From an optimization exercise on the open Yosys and OpenROAD flow, aimed at small area and a short achievable clock period; shortcuts taken in it are not production practice. No functional check of the RTL was part of any run shown here. No activity file was given, so power comes from the tool's default toggle rates.

## flow/design.v (module list and top-level ports; edited modules follow where they fit)
// module dsp_27x27u: 2719 lines
// module mul_fa: 10 lines
// module mul_g0001: 8 lines
// module mul_g0010: 8 lines
// module mul_g0100: 8 lines
// module mul_g1000: 8 lines
// module mul_g1100: 8 lines
// module mul_g1110: 8 lines
// module mul_p001: 7 lines
// module mul_p010: 7 lines
// module mul_p100: 7 lines
// module mul_p110: 7 lines
// module mul_x3: 8 lines
// module mul_mj: 8 lines
module dsp_27x27u #(
    parameter LATENCY = 2,
    parameter AX_WIDTH = 27,
    parameter AY_WIDTH = 27,
    parameter RESULT_A_WIDTH = 54
) (
    input   clock,
    input   resetn,
    input   ivalid,
    input   iready,
    output  ovalid,
    output  oready,
    input [AX_WIDTH-1:0] ax,
    input [AY_WIDTH-1:0] ay,
    output [RESULT_A_WIDTH-1:0] resulta
);
  // ...
==> flow/run.sh <==
#!/bin/bash
# synth_recipe.tcl (not shown) runs the flow's synth.tcl, then flattens the netlist and writes it again
# the make line also repeats each setting of config.mk as NAME=value (left out here)
make -C /OpenROAD-flow-scripts/flow DESIGN_CONFIG=/design/flow/config.mk WORK_HOME=/design/flow/orfs CLKGATE_MAP_FILE= SYNTH_SCRIPT=/design/flow/synth_recipe.tcl finish
==> flow/config.mk <==
export PLATFORM = sky130hd
export DESIGN_NAME = dsp_27x27u
export DESIGN_NICKNAME = dsp_27x27u
export VERILOG_FILES = /design/flow/design.v
export SDC_FILE = /design/flow/constraint.sdc
export NUM_CORES = 4
export LEC_CHECK = 0
export CAP_MARGIN = 20
export CORE_MARGIN = 2
export CORE_UTILIZATION = 45
export SETUP_SLACK_MARGIN = 4.6
export SLEW_MARGIN = 20
export SYNTH_HIERARCHICAL = 1
export SYNTH_MINIMUM_KEEP_SIZE = 0
==> flow/constraint.sdc <==
create_clock -name core_clock -period 8.5 [get_ports {clock}]
set_input_delay 1.7000 -clock core_clock [delete_from_list [all_inputs] [get_ports {clock}]]
set_output_delay 1.7000 -clock core_clock [all_outputs]
set_load 0.01 [all_outputs]
==> notes.md, run 1 <==
outcome=complete, no violations; met2 Use GR=41.02%; Fmax achieved=246.1 MHz; pre-CTS setup slack=3.478 ns; fraction of area in registers=15.58%; crit path to=resulta[52]; cell total after placement=2830; Primary FF master, synth=dfxtp_1; routing usage on met3=7.575%; CTS buffer count=17; leading area contributor after synthesis=dfxtp_1; pwr/cell area=452.5 nW/um^2; FILL cells=4484; routed length on met3=8.504 mm; Buffers, non-clock=228; Arrival @ worst endpoint=2.36 ns; CTS H-Tree Depth=4; #MultiIn Comb=1678; DRT antenna net count=0; Syn. warnings=8; Post-DP Area=23950 um^2; top sig layer=met4; most common cell after layout, fill and taps aside=xnor2_1; combinational power share=77.4%; vias per cell=6.315; post-cts repair resize count=246; Crit Path Max Fanout=3; Syn Area/Cell=10.08 um^2; RSZ-0062 raised after global routing=true; Synth top area share=17.41%; pin count of the biggest net entering global routing=57; P_sw=4.950 mW; fin nets=2574; antenna fix cells=0; Avg WL per Cell=25.54 um; Pre-antenna DRT Iters=6; Power Clock=835 uW; CP top delay family=compound AO/OA/AOI/OAI gates; initial antenna violation count=0; min Tclk post-route=4.064 ns; Max transition margin=42.81%
==> inputs of run 2 (changes only) <==
--- a/flow/config.mk
+++ b/flow/config.mk
@@ -8,7 +8,7 @@
 export CAP_MARGIN = 20
 export CORE_MARGIN = 2
 export CORE_UTILIZATION = 45
-export SETUP_SLACK_MARGIN = 4.6
+export SETUP_SLACK_MARGIN = 4.2
 export SLEW_MARGIN = 20
 export SYNTH_HIERARCHICAL = 1
 export SYNTH_MINIMUM_KEEP_SIZE = 0
==> run 2 against run 1 <==
Against the previous run: count of clock-buffer cells in the layout did not move; final area fell by 2.6%; clock skew barely moved; critical endpoint unchanged; critical path depth fell by 1; sequential share of layout area rose by 0.16 points; final cell count fell by 1.4%; global-route usage fell by 0.082 points; routed wire length fell by 2.0%; synthesized cell count did not move; clock power barely moved; combinational power fell by 2.3%.
==> notes.md, run 2 <==
outcome=complete, no violations (unchanged); Post-DP HPWL=48.88 mm (unchanged); max reg flops=29 (unchanged); most common cell after layout, fill and taps aside=xnor2_1 (unchanged); Syn Area/Cell=10.08 um^2 (unchanged); Hold WC Path Type=reg -> reg (unchanged); Die Width=227.8 um (unchanged); Syn. warnings=8 (unchanged); min Tclk post-route=4.340 ns (was 4.064 ns); Worst-path clk slew=0.08 ns (about the same); DRT Wirelength=73.11 mm (was 74.57 mm); CTS buffer count=17 (unchanged); clk root buf=clkbuf_16 (unchanged); overall routing resource usage=27.52% (was 27.60%); total core area=49760 um^2 (unchanged); DRT antenna net count=0 (unchanged); Pre-antenna DRT Iters=9 (was 6); number of global-route vias before repair=18229 (was 18308); gr ovfl total=0 (unchanged); largest cells by area after synthesis=dfxtp_1 17%, xnor2_1 12%, fa_1 10%, ha_1 9.4%, xor3_1 9.2% (unchanged); Starting Density=45.28% (unchanged); CTS Buffer Depth=2 (unchanged); Post-DP Area=23950 um^2 (unchanged); maxcap violations=0 (unchanged); Crit Path Class=reg -> out (unchanged); Synth Instances=2236 (unchanged); Synth Area in XOR/XNOR=22.40% (unchanged); pin count of the biggest net entering global routing=57 (unchanged); initial drt markers=1822 (was 1889); clk sinks=196 (unchanged); maximum vdd drop=0.2602 mV (was 0.2685 mV); sequential area share after synthesis=17.41% (unchanged); Tot Pwr=11.49 mW (was 11.74 mW); Adder-Cell Fraction of Synth Area=23.68% (unchanged); site row count=82 (unchanged); mux contribution to synthesized area=0.3998% (unchanged); DIE AREA=51880 um^2 (unchanged); initial antenna violation count=0 (unchanged); fin. max-slew vios=0 (unchanged); register bit total from synthesis=196 (unchanged); pwr/cell area=454.9 nW/um^2 (was 452.5 nW/um^2); leading area contributor after synthesis=dfxtp_1 (unchanged); DIE HEIGHT=227.8 um (unchanged); Tcrit/Tclk final=51.06% (was 47.81%); port buffer count=108 (unchanged); Slew @ Worst Pin=1.054 ns (was 0.8567 ns); setup TNS=0 ns (unchanged); largest family of logic cells by synthesized area=compound AO/OA/AOI/OAI gates (unchanged); Setup-failing EPs final=0 (unchanged); Avg WL per Cell=25.39 um (was 25.54 um); clk latency of the worst-skew pair=0.48 ns (about the same); Primary FF master, synth=dfxtp_1 (unchanged); WP data required=6.80 ns (about the same); Max stage delay cell, worst path=clkdlybuf4s50_1 (was dfxtp_4); commonest non-fill, non-tap cells in the layout=300 x xnor2_1, 224 x a22o_1, 224 x a221oi_1 (was 298 x xnor2_1, 224 x a22o_1, 213 x a221oi_1); Worst Clk Skew=0.01585 ns (was 0.01572 ns); Max transition margin=29.66% (was 42.81%); mapped cell area=22530 um^2 (unchanged); area grow syn2layout=12.11% (was 15.15%); global-route wire length before repair=110.9 mm (was 111.3 mm); biggest regs=x3r: 29 flops, xr: 26 flops, lowr: 13 flops (unchanged); Synth Area in Compound Gates=25.84% (unchanged); fin nets=2533 (was 2574); crit-path cells=a21oi_4, o21ai_4, a21oi_4, buf_4, buf_6, o21ai_4, a21oi_2, xnor2_1, clkdlybuf4s50_1 (was a21oi_4, o21ai_4, a21oi_4, o21ai_2, a21oi_2, o21ai_4, buf_4, a21oi_2, xnor2_1, clkdlybuf4s15_1); FFs w/ async S/R, synth=0% (unchanged); Vias=18205 (was 18441); vias per cell=6.323 (was 6.315); CTS tree=built (unchanged); final hold viol count=0 (unchanged); RSZ-0062 raised after global routing=true (unchanged); Static Leakage=10.42 nW (was 10.68 nW); Crit. End Element=primary output (unchanged); CP max stage delay=0.55 ns (was 0.38 ns); Netlist cell types=34 (unchanged); critical path launch point type=register (unchanged); Largest Register=x3r (unchanged); I/O pins=114 (unchanged); fraction of final layout cells sized beyond drive strength 1=20.75% (was 26.20%); Hold-fix buffers, CTS=0 (unchanged); Arrival @ worst endpoint=2.64 ns (was 2.36 ns); Fmax achieved=230.4 MHz (was 246.1 MHz); Synth top area share=17.41% (unchanged); Crit Path Max Fanout=4 (was 3); drt drc=0 (unchanged); Commonest cells post-synth=300 x xnor2_1, 224 x a221oi_1, 224 x a22o_1 (unchanged); CTS H-Tree Depth=4 (unchanged); Finished Cell Area=25260 um^2 (was 25940 um^2); most common cell in the netlist=xnor2_1 (unchanged); RD Place Congestion=0.9059 (unchanged); Simple-Gate Fraction of Synth Area=4.004% (unchanged); antenna fix cells=0 (unchanged); FILL cells=4520 (was 4484); Post-synth EDFFs=0 (unchanged)
-- run 2: cell counts after synthesis --
No cell type changed its count.
-- run 2: final timing paths --
path,start,end,slack (ns),depth (start not counted)
max,pr14,resulta[52],4.16,9
min,negr[0],lowr[0],0.89,2
max reg2reg,oner[0],pr27,4.37,8
min reg2reg,negr[0],lowr[0],0.89,2
-- run 2: worst max-delay path: cells and delay by family, from the launching register on --
kind	cells	cell delay, ns
AO/OA/AOI/OAI	5	0.85
buffers and inverters	3	0.82
flip-flops	1	0.36
XOR/XNOR	1	0.12
-- run 2: area by class of cell --
class | count | area [um^2] | share of cell area, %
Multi-Input combinational cell | 1678 | 17670 | 69.97
Sequential cell | 196 | 3976 | 15.74
Timing Repair Buffer | 187 | 1707 | 6.757
Clock buffer | 18 | 439.2 | 1.739
Clock inverter | 14 | 195.2 | 0.7727
Tap cell | 672 | 840.8 | 3.329
Inverter | 114 | 427.9 | 1.694
-- run 2: cells by family after synthesis --
group	count (synthesis)
muxes	8
xor gates and xnor gates	427
AOI/OAI and AO/OA	692
adders and majority gates	368
other	1
and+or+nand+nor	181
DFF	196
buffers and inverters	363
-- run 2: stage by stage --
stage	worst slack [ns]	util [%]	hold slack, ns	instances
after global routing	4.039	50.76	0.9369	2879
after CTS	3.975	49.98	0.9160	2874
after global placement	3.483	48.12	0.8959	2830
after detailed placement	3.478	48.12	0.9039	2830
final	4.160	50.76	0.8924	2879
after floorplan	4.858	-	0.6140	2237
-- run 2: where the power goes --
| group | leakage (nW) | internal [mW] | switching, mW | total [mW] |
|---|---|---|---|---|
| Clock | 0.305 | 0.412 | 0.424 | 0.836 |
| Sequential | 1.64 | 1.38 | 0.391 | 1.77 |
| Combinational | 8.47 | 4.89 | 3.99 | 8.88 |
-- run 2: per-layer routing --
metal | global-route usage (%) | part of all wire (%)
met5 | 0 | 0
met4 | 12.13 | 3.9
met3 | 7.587 | 11
met2 | 41.01 | 42
met1 | 37.21 | 43
-- run 2: per-module statistics from Yosys (local to each module, per instance), a selection --
module	cells	times used	area [um^2]	flops+latches
mul_fa	1	112	20.02	0
mul_g0010	2	26	11.26	0
mul_p001	1	66	3.754	0
mul_p010	1	10	13.76	0
mul_x3	1	87	23.77	0
mul_p100	1	2	13.76	0
mul_g1100	2	16	12.51	0
mul_g1000	1	1	10.01	0
mul_mj	1	87	11.26	0
mul_g0001	1	104	8.758	0
dsp_27x27u	1591	1	15010	196
-- run 2: repair_timing --
action / CTS / global route
resized for setup: 61 / 112
buffers inserted: 12 / 5
endpoints found under the setup margin: 38 / 30
pin swaps: 8 / 16
==> inputs of run 3 (changes only) <==
--- a/flow/config.mk
+++ b/flow/config.mk
@@ -8,7 +8,7 @@
 export CAP_MARGIN = 20
 export CORE_MARGIN = 2
 export CORE_UTILIZATION = 45
-export SETUP_SLACK_MARGIN = 4.2
+export SETUP_SLACK_MARGIN = 5.0
 export SLEW_MARGIN = 20
 export SYNTH_HIERARCHICAL = 1
 export SYNTH_MINIMUM_KEEP_SIZE = 0
==> run 3 against run 2 <==
Against the previous run: global-route usage increased by 2.8 points; flip-flop and latch count did not move; combinational power increased by 28%; first-iteration DRC count increased by 16%; highest routed layer unchanged; via count is 8.8% higher; power increased by 22%; largest power group unchanged; final cell count rose by 7.0%; worst hold slack lost 0.10 ns; synthesized cell count unchanged.
==> notes.md, run 3 <==
Finished Layout Cells=3081 (was 2879); Synth top area share=17.41% (unchanged); gr ovfl total=0 (unchanged); biggest regs=x3r: 29 flops, xr: 26 flops, lowr: 13 flops (unchanged); DIE AREA=51880 um^2 (unchanged); Post-DP HPWL=49.08 mm (was 48.88 mm); initial drt markers=2107 (was 1822); clk latency of the worst-skew pair=0.48 ns (about the same); Worst Clk Skew=0.01747 ns (was 0.01585 ns); number of global-route vias before repair=19317 (was 18229); Static Leakage=12.06 nW (was 10.42 nW); clk sinks=196 (unchanged); DIE HEIGHT=227.8 um (unchanged); fin nets=2735 (was 2533); site row count=82 (unchanged); Setup-failing EPs final=0 (unchanged); FILL cells=4093 (was 4520); CTS tree=built (unchanged); overall routing resource usage=30.32% (was 27.52%); Reg2Reg Setup Slack=4.73 ns (was 4.37 ns); mapped cell area=22530 um^2 (unchanged); Crit. End Element=primary output (unchanged); CTS Buffer Depth=2 (unchanged); register bit total from synthesis=196 (unchanged); FFs w/ async S/R, synth=0% (unchanged); Avg WL per Cell=27.10 um (was 25.39 um); pwr/cell area=472.3 nW/um^2 (was 454.9 nW/um^2); drt drc=0 (unchanged); CTS H-Tree Depth=4 (unchanged); area grow syn2layout=31.61% (was 12.11%); maxcap violations=0 (unchanged); Hold-fix buffers, CTS=0 (unchanged); Crit Path Class=reg -> out (unchanged); min Tclk post-route=4.037 ns (was 4.340 ns); Synth Instances=2236 (unchanged); Syn Area/Cell=10.08 um^2 (unchanged); DRT Wirelength=83.50 mm (was 73.11 mm); Die Width=227.8 um (unchanged); largest cells by area after synthesis=dfxtp_1 17%, xnor2_1 12%, fa_1 10%, ha_1 9.4%, xor3_1 9.2% (unchanged); RSZ-0062 raised after global routing=true (unchanged); leading area contributor after synthesis=dfxtp_1 (unchanged); Slew @ Worst Pin=0.6449 ns (was 1.054 ns); fin. max-slew vios=0 (unchanged); most common cell in the netlist=xnor2_1 (unchanged); setup TNS=0 ns (unchanged); Fmax achieved=247.7 MHz (was 230.4 MHz); sequential area share after synthesis=17.41% (unchanged); fraction of final layout cells sized beyond drive strength 1=42.22% (was 20.75%); initial antenna violation count=0 (unchanged); final hold viol count=0 (unchanged); Hold WC Path Type=reg -> reg (unchanged); Primary FF master, synth=dfxtp_1 (unchanged); critical path launch point type=register (unchanged); antenna fix cells=0 (unchanged); vias per cell=6.430 (was 6.323); WP data required=6.80 ns (about the same); cell total after placement=2831 (was 2830); clk root buf=clkbuf_16 (unchanged); Syn. warnings=8 (unchanged); outcome=complete, no violations (unchanged); Tcrit/Tclk final=47.50% (was 51.06%); commonest non-fill, non-tap cells in the layout=286 x xnor2_1, 224 x a22o_1, 155 x buf_4 (was 300 x xnor2_1, 224 x a22o_1, 224 x a221oi_1); Largest Register=x3r (unchanged); most common cell after layout, fill and taps aside=xnor2_1 (unchanged); I/O pins=114 (unchanged); global-route wire length before repair=120.9 mm (was 110.9 mm); Pre-antenna DRT Iters=10 (was 9); Vias=19812 (was 18205); Max transition margin=57.01% (was 29.66%); DRT antenna net count=0 (unchanged); Commonest cells post-synth=300 x xnor2_1, 224 x a221oi_1, 224 x a22o_1 (unchanged); port buffer count=108 (unchanged); Worst-path clk slew=0.08 ns (about the same); RD Place Congestion=0.9209 (was 0.9059); Post-synth EDFFs=0 (unchanged); Crit Path Max Fanout=4 (unchanged); total core area=49760 um^2 (unchanged); Netlist cell types=34 (unchanged); maximum vdd drop=0.3202 mV (was 0.2602 mV); CTS buffer count=17 (unchanged); pin count of the biggest net entering global routing=34 (was 57); Starting Density=45.28% (unchanged); Arrival @ worst endpoint=2.34 ns (was 2.64 ns); max reg flops=29 (unchanged)
[run 3: cell counts after synthesis]
Identical to the previous run, type by type.
[run 3: area by class of cell]
cell class | count | area (um^2) | share of cell area (%)
multi-input combinational | 1679 | 19320 | 65.14
timing repair buffer | 388 | 4302 | 14.51
sequential | 196 | 4148 | 13.99
tap | 672 | 840.8 | 2.835
inverter | 114 | 436.7 | 1.473
clock buffer | 18 | 429.2 | 1.447
clock inverter | 14 | 181.4 | 0.6118
[run 3: worst paths after layout]
path / startpoint / endpoint / cells after the start
min: negr[0] / lowr[0] / 1
min reg2reg: negr[0] / lowr[0] / 1
max: pr14 / resulta[38] / 10
max reg2reg: xr[26] / pr32 / 13
[run 3: repair_timing]
| action | CTS | global route |
|---|---|---|
| endpoints found under the setup margin | 111 | 113 |
| gates cloned | 21 | 6 |
| pin swaps | 237 | 180 |
| resized for setup | 613 | 226 |
| buffers inserted | 132 | 59 |
[run 3: power by group]
part           total [mW]  leakage [nW]  switching, mW  internal [mW]
clock network       0.815         0.290          0.416          0.399
registers            1.83          1.66          0.422           1.40
logic                11.4          10.1           5.02           6.35
total                14.0          12.1           5.86           8.15
[run 3: modules after synthesis (local to each module, per instance), a selection]
module	area, um^2	copies in the design	cells inside
mul_x3	23.77	87	1
mul_g1100	12.51	16	2
mul_g0010	11.26	26	2
dsp_27x27u	15010	1	1591
mul_g0001	8.758	104	1
mul_mj	11.26	87	1
mul_g0100	11.26	1	2
mul_p001	3.754	66	1
mul_p110	3.754	42	1
mul_g1000	10.01	1	1
mul_fa	20.02	112	1
mul_p100	13.76	2	1
mul_g1110	5.005	48	1
[run 3: critical path: stages (launching register included)]
cell     delay (ns)
dfxtp_4        0.36
a21oi_4        0.27
o21ai_4        0.12
a21oi_4        0.18
buf_6          0.12
o21ai_4        0.08
a21oi_2        0.16
inv_1          0.05
a21o_1         0.16
xor2_1         0.19
buf_2          0.17
[run 3: through the flow]
step                      utilization [%]  setup WS (ns)  area (um^2)  hold WS [ns]  total power, mW
final                               59.60          4.463        29650        0.7927            14.00
after global routing                59.60          4.368        29650        0.8347            15.11
after CTS                           56.56          4.426        28140        0.7979            13.08
after detailed placement            48.44          3.725        24100        0.8915            10.38
after global placement              48.44          3.665        24100        0.8870            10.26
after floorplan                         -          4.979        22780        0.6140            8.032
[run 3: cell families after synthesis]
group / synth area share, %
flops: 17.41
xor+xnor: 22.40
simple gates: 4.004
compound gates: 25.84
mux: 0.3998
other cells: 0.01664
buf+inv: 6.247
fa+ha+maj: 23.68
[run 3: metal layers]
layer | wire, um | vias up | GRT usage, %
li1 | - | 8544 | -
met1 | 32590 | 9602 | 38.91
met2 | 35620 | 1321 | 45.14
met3 | 10100 | 345 | 9.513
met4 | 5196 | 0 | 16.96
met5 | 0 | - | 0

## separate check: timing with driven ports
No port has a modelled driver above. Below, the same layouts with a new extraction and two added sets of constraints.
Step 1 assumes that a clkbuf_16 drives the clock port and a buf_2 every other input.
Step 2 times the ports against the registers' clock, not the clock port: input delays grow and output delays shrink by t, the midpoint of the rising clock arrivals with the driver on.
Slacks: ideal / step 1 / step 2; pairs: ideal / step 1.
run | t, ns | setup WS [ns] | worst slew at a driven data input, ns
run 1 | 0.535 | 4.436 / 4.376 / 4.357 | 0.04
run 2 | 0.534 | 4.160 / 4.100 / 3.979 | 0.04
run 3 | 0.525 | 4.463 / 4.409 / 4.541 | 0.04
After both steps setup and hold are still met in every run listed. The setup slack of run 2, which loses most, moves by -0.060 ns with the drivers and by -0.181 ns with both steps.
